Source: an optimization exercise on an open RTL-to-GDS flow (aim: small area and a short achievable clock period). Production flows keep margins and buffers that such runs may drop.
Function was checked by simulation only, so behaviour that the tests miss may differ from the original.
The clock port is modelled as an ideal driver, which makes a skipped or thinned clock tree look cheaper than it is; a real chip needs a root buffer or a tree.
Power and IR drop assume default switching activity.

Design cnn_top_with_pool, start of the top module:
module cnn_top_with_pool #
(
    parameter DATA_W = 8,
    parameter FRAC   = 4,
    parameter IMG_W  = 32
)
(
    input  wire                     clk,
    input  wire                     rst,
    input  wire                     in_valid,
    input  wire signed [DATA_W-1:0] pixel_in,
    output reg                      out_valid,
    output reg signed [DATA_W-1:0]  out_data
);
Size: ~610 flip-flops, roughly 20 I/O pins, ~20,000 sq um of cells after synthesis.
==> flow/config.mk <==
export PLATFORM = sky130hd
export DESIGN_NAME = cnn_top_with_pool
export DESIGN_NICKNAME = cnn_top_with_pool
export VERILOG_FILES = /design/flow/design.v
export SDC_FILE = /design/flow/constraint.sdc
export NUM_CORES = 4
export LEC_CHECK = 0
export ABC_CLOCK_PERIOD_IN_PS = 1600
export CAP_MARGIN = 20
export CORE_MARGIN = 2
export CORE_UTILIZATION = 60
export SETUP_SLACK_MARGIN = 2.45
export SLEW_MARGIN = 20
export SYNTH_HIERARCHICAL = 1
==> flow/constraint.sdc <==
create_clock -name core_clock -period 4.0 [get_ports {clk}]
set_input_delay 0.8000 -clock core_clock [delete_from_list [all_inputs] [get_ports {clk}]]
set_output_delay 0.8000 -clock core_clock [all_outputs]
set_load 0.01 [all_outputs]
standard.sh (not shown) runs the stock make flow with config.mk's settings and CLKGATE_MAP_FILE= SYNTH_SCRIPT=/design/flow/synth_recipe.tcl, a recipe that flattens the netlist after the stock synthesis.
==> flow/flow/run.sh <==
#!/bin/bash
# The standard layout (standard.sh), with two changes:
#  - synthesis leaves the adders to ABC instead of mapping them onto the
#    library's half- and full-adder cells (ADDER_MAP_FILE empty);
#  - clock tree synthesis adds no dummy loads, and flow/cts_hook.tcl then
#    drives TritonCTS's leaf buffers straight from four root buffers on the
#    clock port, removing the H-tree buffers in between.
# make's output goes to standard_make.log; each ORFS step logs under orfs/logs.
set -euo pipefail
here=$(pwd)
bash standard.sh ADDER_MAP_FILE= \
  "CTS_ARGS=-sink_clustering_enable -repair_clock_nets -dont_use_dummy_load -sink_clustering_size 20 -sink_clustering_max_diameter 50" \
  "PRE_CTS_TCL=$here/flow/cts_hook.tcl" \
  finish > standard_make.log 2>&1
==> flow/flow/cts_hook.tcl <==
# Run before ORFS's clock tree synthesis. Wraps clock_tree_synthesis so that,
# once TritonCTS has built its tree, the intermediate H-tree buffers are
# removed: the leaf buffers are driven straight from a few root buffers on the
# clock port, each placed at the centre of the leaf buffers it drives.
set ::my_cts_roots 4

rename clock_tree_synthesis my_tritoncts
proc clock_tree_synthesis { args } {
  my_tritoncts {*}$args
  my_flatten_clock_tree
}

proc my_flatten_clock_tree { } {
  set block [ord::get_db_block]
  set db [ord::get_db]
  set port_net [$block findNet clk]
  set master [$db findMaster sky130_fd_sc_hd__clkbuf_16]

  # clock buffers: instances whose master name has clkbuf and whose A pin is on a clock net
  set bufs {}
  foreach inst [$block getInsts] {
    set m [[$inst getMaster] getName]
    if { [string match "sky130_fd_sc_hd__clkbuf_*" $m] } {
      set a [$inst findITerm A]
      set x [$inst findITerm X]
      if { $a eq "NULL" || $x eq "NULL" } { continue }
      set an [$a getNet]
      set xn [$x getNet]
      if { $an eq "NULL" || $xn eq "NULL" } { continue }
      if { [$an getSigType] ne "CLOCK" && $an ne $port_net } { continue }
      lappend bufs $inst
    }
  }
  # leaves: buffers whose output drives anything that is not a clock buffer
  set leaves {}
  set inner {}
  foreach inst $bufs {
    set xn [[$inst findITerm X] getNet]
    set leaf 0
    foreach it [$xn getITerms] {
      if { [$it isOutputSignal] } { continue }
      set li [$it getInst]
      if { [lsearch -exact $bufs $li] < 0 } { set leaf 1; break }
    }
    if { $leaf } { lappend leaves $inst } else { lappend inner $inst }
  }
  puts "my_flatten_clock_tree: [llength $bufs] clock buffers, [llength $leaves] leaves, [llength $inner] inner"
  if { [llength $leaves] < 2 } { return }
  # a leaf buffer must not also drive other clock buffers
  foreach inst $leaves {
    foreach it [[[$inst findITerm X] getNet] getITerms] {
      if { [$it isOutputSignal] } { continue }
      if { [lsearch -exact $bufs [$it getInst]] >= 0 } {
        puts "my_flatten_clock_tree: leaf [$inst getName] drives a clock buffer, tree left as built"
        return
      }
    }
  }
  # nothing but the inner buffers may sit on the port net
  foreach it [$port_net getITerms] {
    if { [lsearch -exact $inner [$it getInst]] < 0 } {
      puts "my_flatten_clock_tree: port net drives [[$it getInst] getName], tree left as built"
      return
    }
  }
  # remove the inner buffers and their nets
  foreach inst $inner {
    set xn [[$inst findITerm X] getNet]
    foreach it [$xn getITerms] { $it disconnect }
    [$inst findITerm A] disconnect
    odb::dbInst_destroy $inst
    if { $xn ne $port_net } { odb::dbNet_destroy $xn }
  }
  # group the leaves into my_cts_roots groups of equal size: split by x
  # into two halves, then each half by y
  set pts {}
  foreach inst $leaves {
    set loc [$inst getLocation]
    lappend pts [list [lindex $loc 0] [lindex $loc 1] $inst]
  }
  set pts [lsort -integer -index 0 $pts]
  set n [llength $pts]
  set half [expr { $n / 2 }]
  set groups {}
  foreach part [list [lrange $pts 0 [expr { $half - 1 }]] [lrange $pts $half end]] {
    set part [lsort -integer -index 1 $part]
    set m [llength $part]
    set per [expr { $::my_cts_roots / 2 }]
    for { set g 0 } { $g < $per } { incr g } {
      lappend groups [lrange $part [expr { $g * $m / $per }] [expr { ($g + 1) * $m / $per - 1 }]]
    }
  }
  set k [llength $groups]
  set g 0
  foreach grp $groups {
    set sx 0; set sy 0
    foreach p $grp { incr sx [lindex $p 0]; incr sy [lindex $p 1] }
    set cx [expr { $sx / [llength $grp] }]
    set cy [expr { $sy / [llength $grp] }]
    set rb [odb::dbInst_create $block $master "clkbuf_root_${g}_clk"]
    set rn [odb::dbNet_create $block "clknet_root_${g}_clk"]
    $rn setSigType CLOCK
    [$rb findITerm A] connect $port_net
    [$rb findITerm X] connect $rn
    $rb setLocation $cx $cy
    $rb setPlacementStatus PLACED
    foreach p $grp { [[lindex $p 2] findITerm A] connect $rn }
    incr g
  }
  puts "my_flatten_clock_tree: [llength $leaves] leaves now driven by $k root buffers"
}
The baseline completed without violations.
Then changed:
--- a/flow/flow/run.sh
+++ b/flow/flow/run.sh
@@ -5,3 +5,3 @@
 #  - clock tree synthesis adds no dummy loads, and flow/cts_hook.tcl then
-#    drives TritonCTS's leaf buffers straight from four root buffers on the
+#    drives TritonCTS's leaf buffers straight from three root buffers on the
 #    clock port, removing the H-tree buffers in between.
@@ -11,3 +11,3 @@
 bash standard.sh ADDER_MAP_FILE= \
-  "CTS_ARGS=-sink_clustering_enable -repair_clock_nets -dont_use_dummy_load -sink_clustering_size 20 -sink_clustering_max_diameter 50" \
+  "CTS_ARGS=-sink_clustering_enable -repair_clock_nets -dont_use_dummy_load -sink_clustering_size 30 -sink_clustering_max_diameter 60" \
   "PRE_CTS_TCL=$here/flow/cts_hook.tcl" \
--- a/flow/flow/cts_hook.tcl
+++ b/flow/flow/cts_hook.tcl
@@ -4,3 +4,3 @@
 # clock port, each placed at the centre of the leaf buffers it drives.
-set ::my_cts_roots 4
+set ::my_cts_roots 3
 
@@ -73,4 +73,3 @@
   }
-  # group the leaves into my_cts_roots groups of equal size: split by x
-  # into two halves, then each half by y
+  # group the leaves by x into my_cts_roots groups of equal size
   set pts {}
@@ -82,15 +81,7 @@
   set n [llength $pts]
-  set half [expr { $n / 2 }]
-  set groups {}
-  foreach part [list [lrange $pts 0 [expr { $half - 1 }]] [lrange $pts $half end]] {
-    set part [lsort -integer -index 1 $part]
-    set m [llength $part]
-    set per [expr { $::my_cts_roots / 2 }]
-    for { set g 0 } { $g < $per } { incr g } {
-      lappend groups [lrange $part [expr { $g * $m / $per }] [expr { ($g + 1) * $m / $per - 1 }]]
-    }
-  }
-  set k [llength $groups]
-  set g 0
-  foreach grp $groups {
+  set k $::my_cts_roots
+  for { set g 0 } { $g < $k } { incr g } {
+    set lo [expr { $g * $n / $k }]
+    set hi [expr { ($g + 1) * $n / $k }]
+    set grp [lrange $pts $lo [expr { $hi - 1 }]]
     set sx 0; set sy 0
@@ -107,3 +98,2 @@
     foreach p $grp { [[lindex $p 2] findITerm A] connect $rn }
-    incr g
   }
- SETUP_SLACK_MARGIN: 2.45 -> 2.3
=> Design area is lower by 1.9%; synthesized cell count stays the same; utilization shrinks by 1.3 points; critical path depth does not change.
Then changed:
--- a/flow/flow/run.sh
+++ b/flow/flow/run.sh
@@ -5,3 +5,3 @@
 #  - clock tree synthesis adds no dummy loads, and flow/cts_hook.tcl then
-#    drives TritonCTS's leaf buffers straight from three root buffers on the
+#    drives TritonCTS's leaf buffers straight from four root buffers on the
 #    clock port, removing the H-tree buffers in between.
--- a/flow/flow/cts_hook.tcl
+++ b/flow/flow/cts_hook.tcl
@@ -4,3 +4,3 @@
 # clock port, each placed at the centre of the leaf buffers it drives.
-set ::my_cts_roots 3
+set ::my_cts_roots 4
 
- SETUP_SLACK_MARGIN: 2.3 -> 2.45
What happened:
- routed wire length goes up slightly
- global-route usage goes up by 0.25 points
- core utilization goes up by 0.64 points
- cell area goes up slightly
- worst hold slack barely changes
- power goes up slightly
- setup slack is better by 0.044 ns
- die area is unchanged
- fmax goes up by a few percent
- synthesized cell count is unchanged
- final cell count goes up slightly
Then changed:
- SETUP_SLACK_MARGIN: 2.45 -> 2.65
- worst setup slack improved by 0.013 ns
- combinational power is higher by about 8%
- wire length rose by 2.8%
- cell area goes up by 1.3%
- power went up by 0.80%
- via count rises by 2.3%
- maximum frequency came out higher by 0.81%
- final cell count rose by 1.5%
- utilization came out higher by 0.87 points
Then changed:
--- a/flow/flow/run.sh
+++ b/flow/flow/run.sh
@@ -5,3 +5,3 @@
 #  - clock tree synthesis adds no dummy loads, and flow/cts_hook.tcl then
-#    drives TritonCTS's leaf buffers straight from four root buffers on the
+#    drives TritonCTS's leaf buffers straight from three root buffers on the
 #    clock port, removing the H-tree buffers in between.
--- a/flow/flow/cts_hook.tcl
+++ b/flow/flow/cts_hook.tcl
@@ -4,3 +4,3 @@
 # clock port, each placed at the centre of the leaf buffers it drives.
-set ::my_cts_roots 4
+set ::my_cts_roots 3
 
- SETUP_SLACK_MARGIN: 2.65 -> 2.45
What happened: The changed run finished with timing, DRC and antenna clean. Cell count decreases by 1.6%. Core utilization decreases by 0.93 points. Combinational power decreases by about 7%.
Then changed:
--- a/flow/flow/run.sh
+++ b/flow/flow/run.sh
@@ -5,3 +5,3 @@
 #  - clock tree synthesis adds no dummy loads, and flow/cts_hook.tcl then
-#    drives TritonCTS's leaf buffers straight from three root buffers on the
+#    drives TritonCTS's leaf buffers straight from four root buffers on the
 #    clock port, removing the H-tree buffers in between.
--- a/flow/flow/cts_hook.tcl
+++ b/flow/flow/cts_hook.tcl
@@ -4,3 +4,3 @@
 # clock port, each placed at the centre of the leaf buffers it drives.
-set ::my_cts_roots 3
+set ::my_cts_roots 4
 
- SETUP_SLACK_MARGIN: 2.45 -> 2.3
What happened: The new run went through all stages and came out clean; clock skew went down by 0.017 ns; cell area went down by 0.55%; wire length went down by 0.84%.


Setup of job 104:
cnn_top_with_pool, a different RTL version from the one above (not shown whole).
Size: ~20,000 um2 of cells after synthesis.
export LEC_CHECK = 0
export ABC_CLOCK_PERIOD_IN_PS = 1600
export CAP_MARGIN = 20
export CORE_MARGIN = 2
export CORE_UTILIZATION = 60
export SETUP_SLACK_MARGIN = 2.55
export SLEW_MARGIN = 20
export SYNTH_HIERARCHICAL = 1
create_clock -name core_clock -period 4.0 [get_ports {clk}]
==> flow/flow/run.sh <==
#!/bin/bash
# The standard layout (standard.sh), with two changes:
#  - synthesis leaves the adders to ABC instead of mapping them onto the
#    library's half- and full-adder cells (ADDER_MAP_FILE empty);
#  - clock tree synthesis adds no dummy loads, and flow/cts_hook.tcl then
#    drives TritonCTS's leaf buffers straight from four roots on the clock port,
#    removing the H-tree buffers in between, and makes roots and leaves
#    inverters.
# make's output goes to standard_make.log; each ORFS step logs under orfs/logs.
set -euo pipefail
here=$(pwd)
bash standard.sh ADDER_MAP_FILE= \
  "CTS_ARGS=-sink_clustering_enable -repair_clock_nets -dont_use_dummy_load -sink_clustering_size 30 -sink_clustering_max_diameter 60" \
  "PRE_CTS_TCL=$here/flow/cts_hook.tcl" \
  finish > standard_make.log 2>&1
Other scripts of this flow, unchanged in this note and not shown: flow/flow/cts_hook.tcl
Job 104 has completed all stages; timing, DRC and antenna checks passed.
diff inputs: job 104 => job 102
- swapping 2.55 for 2.6 in SETUP_SLACK_MARGIN
- swapping 60 for 70 in CORE_UTILIZATION
## What came out
- Job 102 vs. job 104: clock period minus worst slack lost 0.015 ns; proportion of power drawn by the clock network went down 0.2 points; total setup buffers inserted after CTS +9; met1 track utilization from global routing has increased; number of antenna cells inserted has remained practically unchanged.
- out_valid as the critical path startpoint was reported by job 102, and out_data[4] by job 104.
- Compared with job 104, in job 102 die span in y now smaller; number of iterations in the first detailed-routing pass increased by 1 relative to the old numbers.
- In job 102, wire length of the first global-routing pass is higher than in job 104.
- Layout overhead on the synthesized area delta (job 104 -> job 102): insignificant
- Looking at job 102 and job 104, the relative contribution of sequential cells to total power is a wash.
In every run of this note, the design's own scripts or RTL, not TritonCTS, make the clock network.


## run A
cnn_top_with_pool, a different RTL version from the one above (not shown whole).
For scale: about 910 cells after synthesis, roughly 600 flip-flops, ~20 I/O pins.
==> flow/config.mk <==
export PLATFORM = sky130hd
export DESIGN_NAME = cnn_top_with_pool
export DESIGN_NICKNAME = cnn_top_with_pool
export VERILOG_FILES = /design/flow/design.v
export SDC_FILE = /design/flow/constraint.sdc
export NUM_CORES = 4
export LEC_CHECK = 0
export ABC_CLOCK_PERIOD_IN_PS = 1600
export CAP_MARGIN = 20
export CORE_MARGIN = 2
export CORE_UTILIZATION = 60
export SETUP_SLACK_MARGIN = 2.3
export SLEW_MARGIN = 20
export SYNTH_HIERARCHICAL = 1
==> flow/constraint.sdc <==
create_clock -name core_clock -period 4.0 [get_ports {clk}]
set_input_delay 0.8000 -clock core_clock [delete_from_list [all_inputs] [get_ports {clk}]]
set_output_delay 0.8000 -clock core_clock [all_outputs]
set_load 0.01 [all_outputs]
==> flow/flow/run.sh <==
#!/bin/bash
# The standard layout, except that synthesis leaves the adders to ABC
# instead of mapping them onto the library's half- and full-adder cells, and
# clock tree synthesis builds the tree from clkbuf_8 below a clkbuf_16 root,
# without dummy loads.
set -euo pipefail
bash standard.sh ADDER_MAP_FILE= \
  "CTS_ARGS=-sink_clustering_enable -repair_clock_nets -dont_use_dummy_load -root_buf sky130_fd_sc_hd__clkbuf_16 -buf_list sky130_fd_sc_hd__clkbuf_8 -sink_clustering_size 20 -sink_clustering_max_diameter 50" \
  finish > standard_make.log 2>&1
Input-level comparison between run B and run A:
# run A
export LEC_CHECK = 0
export ABC_CLOCK_PERIOD_IN_PS = 1600
export CAP_MARGIN = 20
export CORE_MARGIN = 2
export CORE_UTILIZATION = 60
export SETUP_SLACK_MARGIN = 2.3
export SLEW_MARGIN = 20
export SYNTH_HIERARCHICAL = 1
create_clock -name core_clock -period 4.0 [get_ports {clk}]
# run B
export LEC_CHECK = 0
export ABC_CLOCK_PERIOD_IN_PS = 1600
export CAP_MARGIN = 20
export CORE_MARGIN = 2
export CORE_UTILIZATION = 60
export CTS_CLUSTER_DIAMETER = 60
export CTS_CLUSTER_SIZE = 30
export SETUP_SLACK_MARGIN = 2.4
export SLEW_MARGIN = 20
export SYNTH_HIERARCHICAL = 1
create_clock -name core_clock -period 4.0 [get_ports {clk}]
==> flow/flow/run.sh <==
#!/bin/bash
# The standard layout, except that synthesis leaves the adders to ABC
# instead of mapping them onto the library's half- and full-adder cells, and
# clock tree synthesis adds no dummy loads.
set -euo pipefail
bash standard.sh ADDER_MAP_FILE= \
  "CTS_ARGS=-sink_clustering_enable -repair_clock_nets -sink_clustering_size 30 -sink_clustering_max_diameter 60 -dont_use_dummy_load" \
  finish > standard_make.log 2>&1
Notes after the runs:
- When run B is set beside run A, its routed wire length turns out to be about 0.6% larger.
- In run B relative to run A, first-pass GRT wire length had gone down slightly.
- Going from run A to run B, overall power consumption grows by 5.0%.
- [run B] fraction of power consumed by the clock network rose 3.5 points relative to run A
- The faster design of the two is run B; run A tops out lower.
Inputs modified between run B and run C:
# run B
export LEC_CHECK = 0
export ABC_CLOCK_PERIOD_IN_PS = 1600
export CAP_MARGIN = 20
export CORE_MARGIN = 2
export CORE_UTILIZATION = 60
export CTS_CLUSTER_DIAMETER = 60
export CTS_CLUSTER_SIZE = 30
export SETUP_SLACK_MARGIN = 2.4
export SLEW_MARGIN = 20
export SYNTH_HIERARCHICAL = 1
create_clock -name core_clock -period 4.0 [get_ports {clk}]
# run C
export LEC_CHECK = 0
export ABC_CLOCK_PERIOD_IN_PS = 1600
export CAP_MARGIN = 20
export CORE_MARGIN = 2
export CORE_UTILIZATION = 70
export SETUP_SLACK_MARGIN = 2.4
export SLEW_MARGIN = 20
export SYNTH_HIERARCHICAL = 1
create_clock -name core_clock -period 4.0 [get_ports {clk}]
Notes after the runs:
Compared with run B, in run C sequential cell area did not really move, final wirelength went down. Taking run B as the reference, in run C total CTS buffers saw an increase, sequential share of layout area rose 0.49 points, fmax shows a reduction of about 0.5%.
Edits applied to the flow inputs when going from run C to run D:
# run C
export LEC_CHECK = 0
export ABC_CLOCK_PERIOD_IN_PS = 1600
export CAP_MARGIN = 20
export CORE_MARGIN = 2
export CORE_UTILIZATION = 70
export SETUP_SLACK_MARGIN = 2.4
export SLEW_MARGIN = 20
export SYNTH_HIERARCHICAL = 1
create_clock -name core_clock -period 4.0 [get_ports {clk}]
# run D
export LEC_CHECK = 0
export ABC_CLOCK_PERIOD_IN_PS = 1600
export CAP_MARGIN = 20
export CORE_MARGIN = 2
export CORE_UTILIZATION = 60
export CTS_CLUSTER_DIAMETER = 60
export CTS_CLUSTER_SIZE = 30
export SETUP_SLACK_MARGIN = 2.4
export SLEW_MARGIN = 20
export SYNTH_HIERARCHICAL = 1
create_clock -name core_clock -period 4.0 [get_ports {clk}]
==> flow/flow/run.sh <==
#!/bin/bash
# The standard layout, except that synthesis leaves the adders to ABC
# instead of mapping them onto the library's half- and full-adder cells.
set -euo pipefail
bash standard.sh ADDER_MAP_FILE= finish > standard_make.log 2>&1
Notes after the runs:
Run D vs. run C: combinational share of power lost 0.5 points; wire length on met2 picked up an extra 170 um. Diff run C -> run D: post-cts hold buffer count did not really move, number of inserted filler cells in the final layout picked up an extra 546. Looking at total non-filler cell area in the finished layout, run D sits 460 sq um above run C. Relative to run C, the global-route wire length before repair measured on run D has increased by a few percent. End point of the critical path = out_data[2]: run D; end point of the critical path = out_data[6]: run C. Comparing run D and run C, the lower sum of internal, switching and leakage power was measured on run C. Run D against run C: utilization of the core after routing has decreased; sequential share of layout area went down by 1.7 points.
> inputs changed (run D -> run E)
# run D
export LEC_CHECK = 0
export ABC_CLOCK_PERIOD_IN_PS = 1600
export CAP_MARGIN = 20
export CORE_MARGIN = 2
export CORE_UTILIZATION = 60
export CTS_CLUSTER_DIAMETER = 60
export CTS_CLUSTER_SIZE = 30
export SETUP_SLACK_MARGIN = 2.4
export SLEW_MARGIN = 20
export SYNTH_HIERARCHICAL = 1
create_clock -name core_clock -period 4.0 [get_ports {clk}]
# run E
export LEC_CHECK = 0
export ABC_CLOCK_PERIOD_IN_PS = 1600
export CAP_MARGIN = 20
export CORE_MARGIN = 2
export CORE_UTILIZATION = 60
export SETUP_SLACK_MARGIN = 2.3
export SLEW_MARGIN = 20
export SYNTH_HIERARCHICAL = 1
create_clock -name core_clock -period 4.0 [get_ports {clk}]
==> flow/flow/run.sh <==
#!/bin/bash
# The standard layout, except that synthesis leaves the adders to ABC
# instead of mapping them onto the library's half- and full-adder cells, and
# clock tree synthesis adds no dummy loads.
set -euo pipefail
bash standard.sh ADDER_MAP_FILE= \
  "CTS_ARGS=-sink_clustering_enable -repair_clock_nets -sink_clustering_size 30 -sink_clustering_max_diameter 60 -dont_use_dummy_load" \
  finish > standard_make.log 2>&1
Results
Compared with run D, run E shows a combinational power that is 2.7% lower. out_data[2] as the start point of the critical path was reported by run D, and out_data[0] by run E. Looking at final standard cell count with taps included and fillers excluded, run E sits 33 below run D. Reported for run D and run E, area after synthesis turned out identical to the last digit. Of run D and run E, run E shows the lower routed wire length, with run D above it. Lower largest net degree at the start of global routing among run D and run E: run E. Looking at clock network power share, run E sits 3.5 points below run D. Per the comparison of run E with run D, count of inserted tapcells comparable; length of routed met3 wiring now smaller; peak ir drop on the vdd network now smaller; fmax now larger; worst path setup slack after routing now larger.

[afterwards: timing with drivers on the ports]
In the flow no input, the clock included, has a driving cell. The finished layouts below were timed again as built, in two steps. Step 1: set_driving_cell puts a clkbuf_16 on clk and a buf_2 on each other input, an assumption about the parent block. Step 2 moves the port delays by t, midway between the first and last clock arrival at a register: inputs arrive t later, outputs are due t later. That takes back most of the time a late clock gives input paths. Three values: ideal ports, drivers, drivers and shift; two values: the first two.
run | shift t [ns] | setup WS [ns] | slew at the worst register clock pin (ns)
the first run of note 1 | 0.464 | 2.400 / 2.297 / 2.116 | 0.08 / 0.08
the second run of note 1 | 0.470 | 2.359 / 2.281 / 2.195 | 0.10 / 0.10
the third run of note 1 | 0.442 | 2.403 / 2.314 / 2.235 | 0.10 / 0.10
the fourth run of note 1 | 0.440 | 2.416 / 2.325 / 2.134 | 0.09 / 0.09
the fifth run of note 1 | 0.470 | 2.365 / 2.287 / 2.117 | 0.10 / 0.10
the sixth run of note 1 | 0.442 | 2.336 / 2.247 / 2.193 | 0.10 / 0.10
job 104 | 0.465 | 2.534 / 2.293 / 2.446 | 0.10 / 0.10
job 102 | 0.446 | 2.548 / 2.307 / 2.514 | 0.10 / 0.10
run A | 0.549 | 2.245 / 2.193 / 1.860 | 0.11 / 0.11
run B | 0.549 | 2.267 / 2.218 / 1.910 | 0.10 / 0.10
run C | 0.559 | 2.258 / 2.207 / 1.869 | 0.09 / 0.09
run D | 0.563 | 2.252 / 2.203 / 1.897 | 0.10 / 0.10
run E | 0.568 | 2.259 / 2.206 / 1.829 | 0.10 / 0.10
After both steps every run listed still meets setup and hold. For run E, which loses most, drivers alone change the setup slack by -0.053 ns; drivers and shift together by -0.430 ns.
